From an optimization exercise on the open Yosys and OpenROAD flow, aimed at small area, a short achievable clock period and few clock cycles; shortcuts taken in it are not production practice. Function was checked by simulation only, so behaviour that the tests miss may differ from the original. Power figures rest on the tool's default switching activity, not on a simulated workload.

### design/flow/constraint.sdc
create_clock -name core_clock -period 9.0 [get_ports {clk}]
set_input_delay 1.8000 -clock core_clock [delete_from_list [all_inputs] [get_ports {clk}]]
set_output_delay 1.8000 -clock core_clock [all_outputs]
set_load 0.01 [all_outputs]
### design/flow/config.mk
export PLATFORM = sky130hd
export DESIGN_NAME = Cache
export DESIGN_NICKNAME = Cache
export VERILOG_FILES = /design/flow/design.v
export SDC_FILE = /design/flow/constraint.sdc
export NUM_CORES = 4
export LEC_CHECK = 0
export CAP_MARGIN = 20
export CORE_MARGIN = 2
export CORE_UTILIZATION = 45
export PLACE_DENSITY = 0.6
export SLEW_MARGIN = 20
### design/flow/design.v
`timescale 100ps / 100ps
`default_nettype none
module BESDPB #(
    parameter DATA_FILE = "",
    parameter ADDRESS_BITWIDTH = 16,
    parameter DATA_BITWIDTH = 32,
    parameter COLUMN_BITWIDTH = 8,
    parameter COLUMN_COUNT = DATA_BITWIDTH / COLUMN_BITWIDTH
) (
    input wire clk,
    input wire [COLUMN_COUNT-1:0] write_enable,
    input wire [ADDRESS_BITWIDTH-1:0] address,
    output wire [DATA_BITWIDTH-1:0] data_out,
    input wire [DATA_BITWIDTH-1:0] data_in
);
  reg [DATA_BITWIDTH-1:0] data[2**ADDRESS_BITWIDTH-1:0];
  assign data_out = data[address];
  always @(posedge clk) begin
    for (int i = 0; i < COLUMN_COUNT; i++) begin
      if (write_enable[i]) begin
        data[address][(i+1)*COLUMN_BITWIDTH-1-:COLUMN_BITWIDTH] <= data_in[(i+1)*COLUMN_BITWIDTH-1-:COLUMN_BITWIDTH];
      end
    end
  end
endmodule
`default_nettype wire
`timescale 100ps / 100ps
`default_nettype none
module Cache #(
    parameter LINE_IX_BITWIDTH = 4,
    parameter BURST_RAM_DEPTH_BITWIDTH = 21,
    parameter COMMAND_DELAY_INTERVAL = 13,
    parameter RAM_ADDRESSING = 3
) (
    input wire clk,
    input wire rst,
    input wire [31:0] address,
    output reg [31:0] data_out,
    output reg data_out_ready,
    input wire [31:0] data_in,
    input wire [3:0] write_enable,
    output wire busy,
    output reg br_cmd,   
    output reg br_cmd_en,   
    output reg [BURST_RAM_DEPTH_BITWIDTH-1:0] br_addr,   
    output reg [63:0] br_wr_data,   
    output reg [7:0] br_data_mask,   
    input wire [63:0] br_rd_data,   
    input wire br_rd_data_valid   
);
  localparam ZEROS_BITWIDTH = 2;   
  localparam COLUMN_IX_BITWIDTH = 3;   
  localparam COLUMN_COUNT = 2 ** COLUMN_IX_BITWIDTH;
  localparam LINE_COUNT = 2 ** LINE_IX_BITWIDTH;
  localparam TAG_BITWIDTH = 32 - LINE_IX_BITWIDTH - COLUMN_IX_BITWIDTH - ZEROS_BITWIDTH;
  localparam LINE_VALID_BIT = TAG_BITWIDTH;
  localparam LINE_DIRTY_BIT = TAG_BITWIDTH + 1;
  localparam LINE_TO_RAM_ADDRESS_LEFT_SHIFT = COLUMN_IX_BITWIDTH+ZEROS_BITWIDTH-RAM_ADDRESSING;
  wire [COLUMN_IX_BITWIDTH-1:0] column_ix = address[
    COLUMN_IX_BITWIDTH+ZEROS_BITWIDTH-1
    -:COLUMN_IX_BITWIDTH
  ];
  wire [LINE_IX_BITWIDTH-1:0] line_ix =  address[
    LINE_IX_BITWIDTH+COLUMN_IX_BITWIDTH+ZEROS_BITWIDTH-1
    -:LINE_IX_BITWIDTH
  ];
  wire [TAG_BITWIDTH-1:0] address_tag = address[
    TAG_BITWIDTH+LINE_IX_BITWIDTH+COLUMN_IX_BITWIDTH+ZEROS_BITWIDTH-1
    -:TAG_BITWIDTH
  ];
  wire [BURST_RAM_DEPTH_BITWIDTH-1:0] burst_line_address = {
    address[31:COLUMN_IX_BITWIDTH+ZEROS_BITWIDTH], {LINE_TO_RAM_ADDRESS_LEFT_SHIFT{1'b0}}
  };
  reg burst_is_reading;   
  reg [31:0] burst_data_in[COLUMN_COUNT];
  reg burst_is_writing;   
  reg [3:0] burst_tag_write_enable;
  reg [3:0] burst_write_enable[COLUMN_COUNT];
  wire [31:0] cached_tag_and_flags;
  reg [3:0] tag_write_enable;
  reg [31:0] tag_data_in;
  BESDPB #(
      .ADDRESS_BITWIDTH(LINE_IX_BITWIDTH)
  ) tag (
      .clk(clk),
      .write_enable(tag_write_enable),
      .address(line_ix),
      .data_in(tag_data_in),
      .data_out(cached_tag_and_flags)
  );
  reg [LINE_COUNT-1:0] lines_valid;
  reg [LINE_COUNT-1:0] lines_dirty;
  always_ff @(posedge clk) begin
    if (rst) begin
      lines_valid <= 0;
      lines_dirty <= 0;
    end else if (tag_write_enable[3]) begin
      lines_valid[line_ix] <= tag_data_in[LINE_VALID_BIT];
      lines_dirty[line_ix] <= tag_data_in[LINE_DIRTY_BIT];
    end
  end
  wire line_valid = lines_valid[line_ix];
  wire line_dirty = lines_dirty[line_ix];
  wire [TAG_BITWIDTH-1:0] cached_tag = cached_tag_and_flags[TAG_BITWIDTH-1:0];
  wire [BURST_RAM_DEPTH_BITWIDTH-1:0] cached_line_address = {
    {cached_tag,line_ix}, {LINE_TO_RAM_ADDRESS_LEFT_SHIFT{1'b0}}
  };
  wire cache_line_hit = line_valid && address_tag == cached_tag;
  reg [5:0] command_delay_interval_counter;
  assign busy = !cache_line_hit;
  reg [31:0] column_data_in[COLUMN_COUNT];
  reg [3:0] column_write_enable[COLUMN_COUNT];
  wire [31:0] column_data_out[COLUMN_COUNT];
  generate
    for (genvar i = 0; i < COLUMN_COUNT; i = i + 1) begin: column
      BESDPB #(
          .ADDRESS_BITWIDTH(LINE_IX_BITWIDTH)
      ) column (
          .clk(clk),
          .write_enable(column_write_enable[i]),
          .address(line_ix),
          .data_in(burst_is_reading ? burst_data_in[i] : column_data_in[i]),
          .data_out(column_data_out[i])
      );
    end
  endgenerate
  always_comb begin
    data_out = column_data_out[column_ix];
    data_out_ready = write_enable ? 0 : cache_line_hit;
    for (int i = 0; i < COLUMN_COUNT; i++) begin
      column_write_enable[i] = 0;
      column_data_in[i] = 0;
    end
    tag_write_enable = 0;
    tag_data_in = 0;
    if (burst_is_reading) begin
      for (int i = 0; i < COLUMN_COUNT; i++) begin
        column_write_enable[i] = burst_write_enable[i];
      end
      tag_write_enable = burst_tag_write_enable;
      tag_data_in = {1'b0, 1'b1, address_tag};
    end else if (burst_is_writing) begin
    end else if (write_enable) begin
      if (cache_line_hit) begin
        tag_write_enable = 4'b1111;
        tag_data_in = {1'b1, 1'b1, address_tag};
        column_write_enable[column_ix] = write_enable;
        column_data_in[column_ix] = data_in;
      end else begin   
      end
    end else begin
    end
  end
  reg [10:0] state;
  localparam STATE_IDLE = 11'b000_0000_0001;
  localparam STATE_READ_WAIT_FOR_DATA_READY = 11'b000_0000_0010;
  localparam STATE_READ_1 = 11'b000_0000_0100;
  localparam STATE_READ_2 = 11'b000_0000_1000;
  localparam STATE_READ_3 = 11'b000_0001_0000;
  localparam STATE_READ_UPDATE_TAG = 11'b000_0010_0000;
  localparam STATE_READ_FINISH = 11'b000_0100_0000;
  localparam STATE_WRITE_1 = 11'b000_1000_0000;
  localparam STATE_WRITE_2 = 11'b001_0000_0000;
  localparam STATE_WRITE_3 = 11'b010_0000_0000;
  localparam STATE_WRITE_FINISH = 11'b100_0000_0000;
  always_ff @(posedge clk) begin
    if (rst) begin
      burst_tag_write_enable <= 0;
      for (int i = 0; i < COLUMN_COUNT; i++) begin
        burst_write_enable[i] <= 0;
      end
      br_data_mask <= 4'b1111;
      br_cmd_en <= 0;
      burst_is_reading <= 0;
      burst_is_writing <= 0;
      command_delay_interval_counter <= 0;
      state <= STATE_IDLE;
    end else begin
      if (command_delay_interval_counter != 0) begin
        command_delay_interval_counter <= command_delay_interval_counter - 1;
      end
      case (state)
        STATE_IDLE: begin
          if (!cache_line_hit && command_delay_interval_counter == 0) begin
            if (line_dirty) begin
              br_cmd <= 1;   
              br_addr <= cached_line_address;
              br_wr_data[31:0] <= column_data_out[0];
              br_wr_data[63:32] <= column_data_out[1];
              br_cmd_en <= 1;
              command_delay_interval_counter <= COMMAND_DELAY_INTERVAL;
              burst_is_writing <= 1;
              state <= STATE_WRITE_1;
            end else begin   
              br_cmd <= 0;   
              br_addr <= burst_line_address;
              br_cmd_en <= 1;
              command_delay_interval_counter <= COMMAND_DELAY_INTERVAL;
              burst_is_reading <= 1;
              state <= STATE_READ_WAIT_FOR_DATA_READY;
            end
          end
        end
        STATE_READ_WAIT_FOR_DATA_READY: begin
          br_cmd_en <= 0;
          if (br_rd_data_valid) begin
            burst_write_enable[0] <= 4'b1111;
            burst_data_in[0] <= br_rd_data[31:0];
            burst_write_enable[1] <= 4'b1111;
            burst_data_in[1] <= br_rd_data[63:32];
            state <= STATE_READ_1;
          end
        end
        STATE_READ_1: begin
          burst_write_enable[0] <= 0;
          burst_write_enable[1] <= 0;
          burst_write_enable[2] <= 4'b1111;
          burst_data_in[2] <= br_rd_data[31:0];
          burst_write_enable[3] <= 4'b1111;
          burst_data_in[3] <= br_rd_data[63:32];
          state <= STATE_READ_2;
        end
        STATE_READ_2: begin
          burst_write_enable[2] <= 0;
          burst_write_enable[3] <= 0;
          burst_write_enable[4] <= 4'b1111;
          burst_data_in[4] <= br_rd_data[31:0];
          burst_write_enable[5] <= 4'b1111;
          burst_data_in[5] <= br_rd_data[63:32];
          state <= STATE_READ_3;
        end
        STATE_READ_3: begin
          burst_write_enable[4] <= 0;
          burst_write_enable[5] <= 0;
          burst_write_enable[6] <= 4'b1111;
          burst_data_in[6] <= br_rd_data[31:0];
          burst_write_enable[7] <= 4'b1111;
          burst_data_in[7] <= br_rd_data[63:32];
          state <= STATE_READ_UPDATE_TAG;
        end
        STATE_READ_UPDATE_TAG: begin
          burst_write_enable[6] <= 0;
          burst_write_enable[7] <= 0;
          burst_tag_write_enable <= 4'b1111;
          state <= STATE_READ_FINISH;
        end
        STATE_READ_FINISH: begin
          burst_is_reading <= 0;
          burst_tag_write_enable <= 0;
          state <= STATE_IDLE;
        end
        STATE_WRITE_1: begin
          br_cmd_en <= 0;
          br_wr_data[31:0] <= column_data_out[2];
          br_wr_data[63:32] <= column_data_out[3];
          state <= STATE_WRITE_2;
        end
        STATE_WRITE_2: begin
          br_wr_data[31:0] <= column_data_out[4];
          br_wr_data[63:32] <= column_data_out[5];
          state <= STATE_WRITE_3;
        end
        STATE_WRITE_3: begin
          br_wr_data[31:0] <= column_data_out[6];
          br_wr_data[63:32] <= column_data_out[7];
          state <= STATE_WRITE_FINISH;
        end
        STATE_WRITE_FINISH: begin
          if (command_delay_interval_counter == 0) begin
            br_cmd <= 0;   
            br_addr <= burst_line_address;
            br_cmd_en <= 1;
            command_delay_interval_counter <= COMMAND_DELAY_INTERVAL;
            burst_is_writing <= 0;
            burst_is_reading <= 1;
            state <= STATE_READ_WAIT_FOR_DATA_READY;
          end else begin
          end
        end
      endcase
    end
  end
endmodule
`default_nettype wire
### design/flow/run.sh
#!/bin/bash
# synth_recipe.tcl (not shown) runs the flow's synth.tcl, then flattens the netlist and writes it again
# the make line also repeats each setting of config.mk as NAME=value (left out here)
make -C /OpenROAD-flow-scripts/flow DESIGN_CONFIG=/design/flow/config.mk WORK_HOME=/design/flow/orfs CLKGATE_MAP_FILE= SYNTH_SCRIPT=/design/flow/synth_recipe.tcl finish
==> run notes <==
The run finished with no timing, DRC or antenna violations. Once the floorplan was initialized, standard cells occupied 45.21% of the core. The number of synthesized flops with an enable pin was 4804; the number of placed I/O pins was 264. After the first detailed-routing iteration, the DRC count stood at 14560. Commonest register cell after synthesis: edfxtp_1. STA classifies the critical path startpoint as a primary input. The share of async-settable or async-resettable flops after synthesis works out to 0%. TritonCTS built the clock tree. The clock share of power is 40.9%, and the overall via count from detail_route is 100200. The tools report the proportion of power drawn by combinational gates as 7.1%. The final number of max-transition violations is 0, and the setup skew after layout is 0.06527 ns. The global-route wire length before repair was 790.9 mm.

In this run the deepest clock path goes through 4 buffers. The final hold violation count is 0, and the number of rows created at floorplan is 239. Max-cap violations in this run came to 0. The mapped netlist covers 191600 µm².

Clock tree root driver cell: clkbuf_16. The cell count after synthesis came out at 8938. The logs give 32850 for the filler cell count in the final layout and 0 for the total grt overflow. Clock latency on the worst-skew pair, taken at its later pin, is 1.04 ns. For the pin with the worst max-slew slack, the measured transition is 1.279 ns. The tools report the hold slack as 0.4545 ns.

Grouping stages by cell kind, the critical path spends the most delay in buffers and inverters. Setup repair after global routing left no endpoint under its margin. The number of nets still failing antenna checks after routing is 0, and the fraction of final layout cells with drive strength greater than 1 is 28.15%. Summed over all cells, the static leakage comes to 70.07 nW. The number of antenna violations at the first check in global routing was 99; the number of vias per cell was 6.267.

The run gives 0.04909 W as the total design power. The critical path goes through buf_16, buf_4, buf_4, mux4_2, mux4_2, mux4_2, mux2_2, clkdlybuf4s50_1. The run gives 6.21 ns as the arrival time of the worst setup path. The number of endpoints failing setup at the final stage was 0.

The sequential cell area was 145400 µm²; the number of sinks on the clock net was 4861. The number of setup buffers added after CTS is 0. The total number of H-tree levels was 5; the width of the die was 656.5 µm.

Timing would allow up to 124.9 MHz. The class of the tightest hold or removal check is flop to flop. After synthesis the netlist holds a flip-flop and latch count of 4861. Final net count: 9878. The power spent charging and discharging nets is 0.01098 W, and the quantity of I/O buffers inserted on ports is 251. From bottom edge to top edge, the die measures 656.5 µm.

TritonCTS created 483 clock buffers. The logs give 75.89% for the sequential fraction of the synthesis area and 43760 µm² for the area of the multi-input gates. In the final routed layout, each cell accounts on average for 36.51 µm.

After clock tree synthesis, the flow added hold-fix buffers numbering 0. VDD sags by at most 0.0001888 V. The slowest stage of the critical path is the mux4_2 cell. The area growth from synthesis to layout is 15.16%. The fraction of the cycle the final worst path needs was 88.97%. The mean area per synthesized cell is 21.43 µm². After layout, the minimum clock period comes to 8.008 ns. The internal cell power was 0.03811 W; the worst path buffer plus inverter count was 4. The tools report the count of unique library cells instantiated by Yosys as 74.

Largest stage delay on the critical path: 0.59 ns. The die covers 431000 µm². The clock input transition at the sequential cells of the worst setup and hold paths is 0.06 ns, and the placed wire-length estimate is 409.0 mm. The first detailed-routing pass took 8 iterations. The power per standard cell area works out to 222.5 nW/µm².

The worst setup path is captured at an output port. The cell repeated most along the worst path was mux4_2. The congestion estimate from routability-driven global placement came to 0.9598. By area the synthesized netlist is led by edfxtp_1 (75%), mux4_2 (16%), a22o_1 (1.4%), o21ai_0 (1.3%), nand2_1 (0.75%). In the final timing run, aggregate negative setup slack is 0 ns. Of all nets on the critical path, the largest fanout is 103. Sequential cells burn 51.9% of the power. Of all cell types, the one taking the most synthesized area is edfxtp_1. For this run, design rule violations remaining after detail routing come to 0.

The count of synthesis-stage warnings from yosys came out at 10. Net switching is 22.36% of the power. The critical path is of the primary input to output port type. The synthesized design devotes to its leading area cell type 75.30% of total area. Across every metal layer, demand over resource in global routing totals 26.60%. For the number of global-route vias before repair, the log shows 98160.

The tools report the data required time of the critical path as 7.20 ns. In this run the tightest slew margin relative to its limit is 14.43%. The core region area was 423700 µm²; the post-cts gate resize count was 0. The final layout contains routed wiring with a total length of 583.4 mm. Entering global routing, the biggest net connects 138 pins.
[cell families after synthesis]
kind of cell	count (synthesis)	share of synthesized area, %
DFF	4861	75.89
muxes	1491	16.66
AOI/OAI and AO/OA	1223	4.266
buffers and inverters	666	1.445
and+or+nand+nor	659	1.553
xor gates and xnor gates	28	0.1280
adders and majority gates	8	0.05225
other	2	0.003920
[flip-flops by register name (all words and copies together), names as in the netlist]
signal and count:
lines_dirty 16, burst_tag_write_enable 1, br_cmd 1, command_delay_interval_counter 6, burst_is_writing 1, br_wr_data 64, lines_valid 16, state 11
burst_is_reading 1, column.column.data 4096, burst_data_in 256, tag.data 368, burst_write_enable 4, br_cmd_en 1, br_addr 19
[metal layers]
metal  GRT usage (%)  up-vias  part of all wire, %
met2           42.50     5704                   48
met3           5.858     1104                  9.7
li1                -    39750                    -
met4           13.72       14                  5.7
met5         0.03324        -                0.019
met1           34.47    53590                   37
[area by class of cell]
cell class / count / area share [%]
Clock inverter: 309 / 1.406
Multi-Input combinational cell: 3419 / 19.84
Antenna cell: 167 / 0.1894
Tap cell: 5663 / 3.212
Sequential cell: 4861 / 65.91
Clock buffer: 593 / 5.738
Inverter: 41 / 0.07316
Timing Repair Buffer: 929 / 3.641
[cells in the final DEF (no fill, tap or decap), types with 11 or more instances in the layout]
cell	instances
clkdlybuf4s50_1	236
mux2i_1	87
clkinvlp_4	24
nor3_1	26
mux2_2	51
a221o_1	47
o21ai_0	157
a22oi_1	101
clkbuf_16	490
nor2b_4	15
bufinv_16	55
clkinv_4	11
mux4_2	1353
a22o_1	306
dfxtp_1	56
buf_4	647
inv_1	38
o22a_1	12
clkinv_2	91
diode_2	167
buf_12	36
nand2_1	384
o32ai_1	15
o21ai_1	393
nor2b_1	34
clkbuf_1	102
a31oi_1	17
and2_1	23
nand3_1	14
nor2_1	65
o22ai_1	54
a21oi_1	58
and3_1	11
xnor2_1	18
edfxtp_1	4804
clkinv_1	106
[cells in the mapped netlist, drive strengths merged, types with 6 or more instances]
cell type,count
a211oi,7
edfxtp,4804
nor2b,49
mux4,1353
buf,252
nor2,76
o22a,12
xor2,10
o31ai,6
or2,7
nor3,31
a22oi,101
or3,7
nor4,9
a22o,306
and3,18
o21ai,551
a31oi,18
a21oi,59
a221oi,9
o22ai,54
clkbuf,373
nand2,384
a221o,47
mux2i,87
mux2,51
xnor2,18
inv,41
ha,8
dfxtp,57
nand3b,6
o32ai,15
nand3,19
and2,27
[worst min-delay path, cell delays in order, from the launching register on]
cell     delay, ns
dfxtp_1       0.31
inv_1         0.05
a21oi_1       0.05
[power by group through the flow]
stage | Sequential, W | Clock, W | Combinational, W
floorplan | 0.0260 | 0 | 0.00194
global placement | 0.0260 | 0 | 0.00331
detailed placement | 0.0260 | 0 | 0.00343
CTS | 0.0255 | 0.0204 | 0.00344
global route | 0.0255 | 0.0213 | 0.00364
finish | 0.0255 | 0.0201 | 0.00349
[metrics by stage]
step	util, %	instances	worst slack, ns	area (µm²)
final	52.07	15980	0.9925	220600
after global routing	52.05	15960	0.8852	220600
after CTS	51.97	15820	1.012	220200
after detailed placement	48.25	14910	1.027	204500
after global placement	48.25	14910	1.064	204400
after floorplan	-	8946	1.245	191600
[final timing paths]
path / start / cells after the start / to / slack, ns
worst min register to register: lines_valid[8]$_SDFFE_PP0P_ / 2 / lines_valid[8]$_SDFFE_PP0P_ / 0.45
worst min-delay path: lines_valid[8]$_SDFFE_PP0P_ / 2 / lines_valid[8]$_SDFFE_PP0P_ / 0.45
worst max register to register: tag.data[13][14]$_DFFE_PP_ / 11 / column[1].column.data[6][9]$_DFFE_PP_ / 3.69
worst max-delay path: address[5] / 8 / data_out[6] / 0.99
Testbench counts, summed over its fixed seeds: cycles 393,976.

[re-timing with driven ports]
How much do the figures lean on ideal ports? The routed layout below was timed once more, with nothing changed but the port constraints.
Step 1 (the two cells are an assumption about what drives the block):
set clk [get_ports {clk}]
set_driving_cell -lib_cell sky130_fd_sc_hd__clkbuf_16 $clk
set_driving_cell -lib_cell sky130_fd_sc_hd__buf_2 [delete_from_list [all_inputs] $clk]
Step 2 adds t to the input delays and takes it off the output delays; t is the mean of the earliest and latest rising clock arrival at the registers after step 1. Input paths then give back, and output paths get back, about the clock's delay inside the block.
Slacks: ideal ports / drivers / drivers and shift; pairs: ideal ports / drivers.
shift t [ns]: 1.111
slack for setup (ns): 0.992 / 0.904 / 0.904
worst data-port slew with drivers (ns): 0.53
cell pins on the clock port's net: 1
After both steps setup and hold are still met in this run. The setup slack of this run moves by -0.088 ns with the drivers and by -0.088 ns with both steps.
